What follows belongs to an exercise in optimizing a design on an open flow for small area and a short achievable clock period; a production flow would make more cautious choices. At most, simulation tests tie the RTL to the original design; equivalence was not proved.

Setup of build 98:
==> flow/design.v (excerpt) <==
module RISCuva0 ( clk, reset,
                  progAddress, progData, progReset,
                  dataIn, dataOut,
                  portAddress, portRead, portWrite,
                  intReq, intAck );
Size in the first run: about 1,200 cells after synthesis, ~350 flip-flops, about 55 I/O pins.
Settings: LEC_CHECK=0, CAP_MARGIN=20, CORE_MARGIN=2, CORE_UTILIZATION=50, CTS_BUF_LIST=sky130_fd_sc_hd__clkbuf_8, CTS_CLUSTER_DIAMETER=50, CTS_CLUSTER_SIZE=16, SETUP_SLACK_MARGIN=2.5, SLEW_MARGIN=20, SYNTH_HIERARCHICAL=1, SYNTH_MINIMUM_KEEP_SIZE=0; clock period 7.0 ns.
standard.sh (not shown) runs the stock make flow with config.mk's settings and CLKGATE_MAP_FILE= SYNTH_SCRIPT=/design/flow/synth_recipe.tcl, a recipe that flattens the netlist after the stock synthesis.
==> flow/flow/run.sh <==
#!/bin/bash
# The standard layout, with plain buf_2 cells as the port buffers instead of
# the delay cells that buffer_ports picks by default. Each tool's output is
# in standard.log and orfs/logs/.
set -euo pipefail
bash standard.sh "BUFFER_PORTS_ARGS=-buffer_cell sky130_fd_sc_hd__buf_2" finish > standard.log 2>&1
What build 22 does differently from build 98 at the input level:
diff --git a/flow/design.v b/flow/design.v
--- a/flow/design.v
+++ b/flow/design.v
@@ -32,31 +32,32 @@
     wire isDI    = rets & (opC == 2'b10);
     wire isEI    = rets & (opC == 2'b11);
     wire isCALL  = MISC & (opB == 2'b00);
     wire writeRF = opA[1];                       
     logic [7:0]  rf [0:15];
     logic [11:0] stackMem [0:15];
     logic [3:0]  SP;
     logic [9:0]  PC;
-    logic [7:0]  nextPort;
+    logic [7:0]  lastPort;      
     logic        zeroFlag, carryFlag;
     logic        userEI, intAckR, callingIRQ;
     wire [15:0] selN = 16'd1 << rN;
     wire [15:0] selM = 16'd1 << rM;
     wire [7:0] busN, busM;
     RISCuva0_read16 readN (.sel(selN), .d0(rf[0]), .d1(rf[1]), .d2(rf[2]), .d3(rf[3]),
         .d4(rf[4]), .d5(rf[5]), .d6(rf[6]), .d7(rf[7]), .d8(rf[8]), .d9(rf[9]),
         .d10(rf[10]), .d11(rf[11]), .d12(rf[12]), .d13(rf[13]), .d14(rf[14]), .d15(rf[15]), .q(busN));
     RISCuva0_read16 readM (.sel(selM), .d0(rf[0]), .d1(rf[1]), .d2(rf[2]), .d3(rf[3]),
         .d4(rf[4]), .d5(rf[5]), .d6(rf[6]), .d7(rf[7]), .d8(rf[8]), .d9(rf[9]),
         .d10(rf[10]), .d11(rf[11]), .d12(rf[12]), .d13(rf[13]), .d14(rf[14]), .d15(rf[15]), .q(busM));
     assign portRead  = ALU & (opB == 2'b11);
     assign portWrite = MISC & (opB == 2'b11);
     assign dataOut   = busN;
+    wire [7:0] nextPort = lastPort + 8'd1;
     assign portAddress = (opC == 2'b00) ? busM :
                          (opC == 2'b01) ? nextPort : {3'b111, progData[8:4]};
     assign intAck = intAckR;
     logic [7:0] logicALU;
     logic       logicCarry;
     always_comb
         case (opC)
             2'b00: begin logicALU = busM;           logicCarry = carryFlag; end
@@ -108,19 +109,19 @@
     always @(posedge clk)
         for (int i = 0; i < 16; i++)
             if (reset && i < 2)
                 rf[i] <= (i == 1) ? 8'd1 : 8'd0;
             else if (~reset && writeRF && rN == i)
                 rf[i] <= dataBus;
     always @(posedge clk)
         if (reset)
-            nextPort <= 8'd0;
+            lastPort <= 8'hFF;
         else if (portRead | portWrite)
-            nextPort <= portAddress + 8'd1;
+            lastPort <= portAddress;
     wire mayIRQ   = ~(rets | portWrite | portRead);
     wire validIRQ = intReq & ~intAckR & userEI & mayIRQ;
     always @(posedge clk) begin
         if (reset)     userEI <= 1'b0;
         else if (isDI) userEI <= 1'b0;
         else if (isEI) userEI <= 1'b1;
         if (reset)         intAckR <= 1'b0;
         else if (validIRQ) intAckR <= 1'b1;
### Flow results
When the final numbers for build 22 and build 98 were put side by side, the first-pass GRT wire length turned out to be greater in build 22.
Taking build 98 as the reference, in build 22 number of antenna violations at the first check in global routing moved down; fraction of synthesized cell area in xor and xnor cells barely changed; starting density of the core went down.
Summary of the comparison: total instance count after detailed placement is lower in build 22, relative to build 98.
Higher core utilization goes to build 98 over build 22.
Build 22 against build 98: die footprint now sits at about the same level; via count barely changed; routed wire length per instance went up 3.3%; headroom to the max-slew limit rose by 4.8 points; delay of the slowest critical-path stage higher.
Against build 98, wire length in build 22 came out worse.
Diff build 98..build 22 | post-detailed-route DRC marker count | unchanged
The run showing the greater final-stage net count is build 98.
Function not checked in build 22: the RTL went through the layout flow alone.

## afterwards: timing with drivers on the ports
The results above use ideal ports. As a check the final layouts listed here were re-extracted and re-timed, cells and wires unchanged. Step 1 assumes that a clkbuf_16 drives the clock port and a buf_2 every other input. Step 2 times the ports against the registers' clock, not the clock port: input delays grow and output delays shrink by t, the midpoint of the rising clock arrivals with the driver on. a / b / c = no drivers / after step 1 / after step 2; a / b = the first two.
run | shift t [ns] | setup WS [ns] | hold WS [ns] | worst setup path at the end
build 98 | 0.605 | 2.499 / 2.427 / 1.941 | 0.471 / 0.471 / 0.471 | input to register
build 22 | 0.598 | 2.447 / 2.319 / 1.847 | 0.463 / 0.463 / 0.463 | input to register
After both steps setup and hold are still met in every run listed. The setup slack of build 22, which loses most, moves by -0.128 ns with the drivers and by -0.600 ns with both steps.
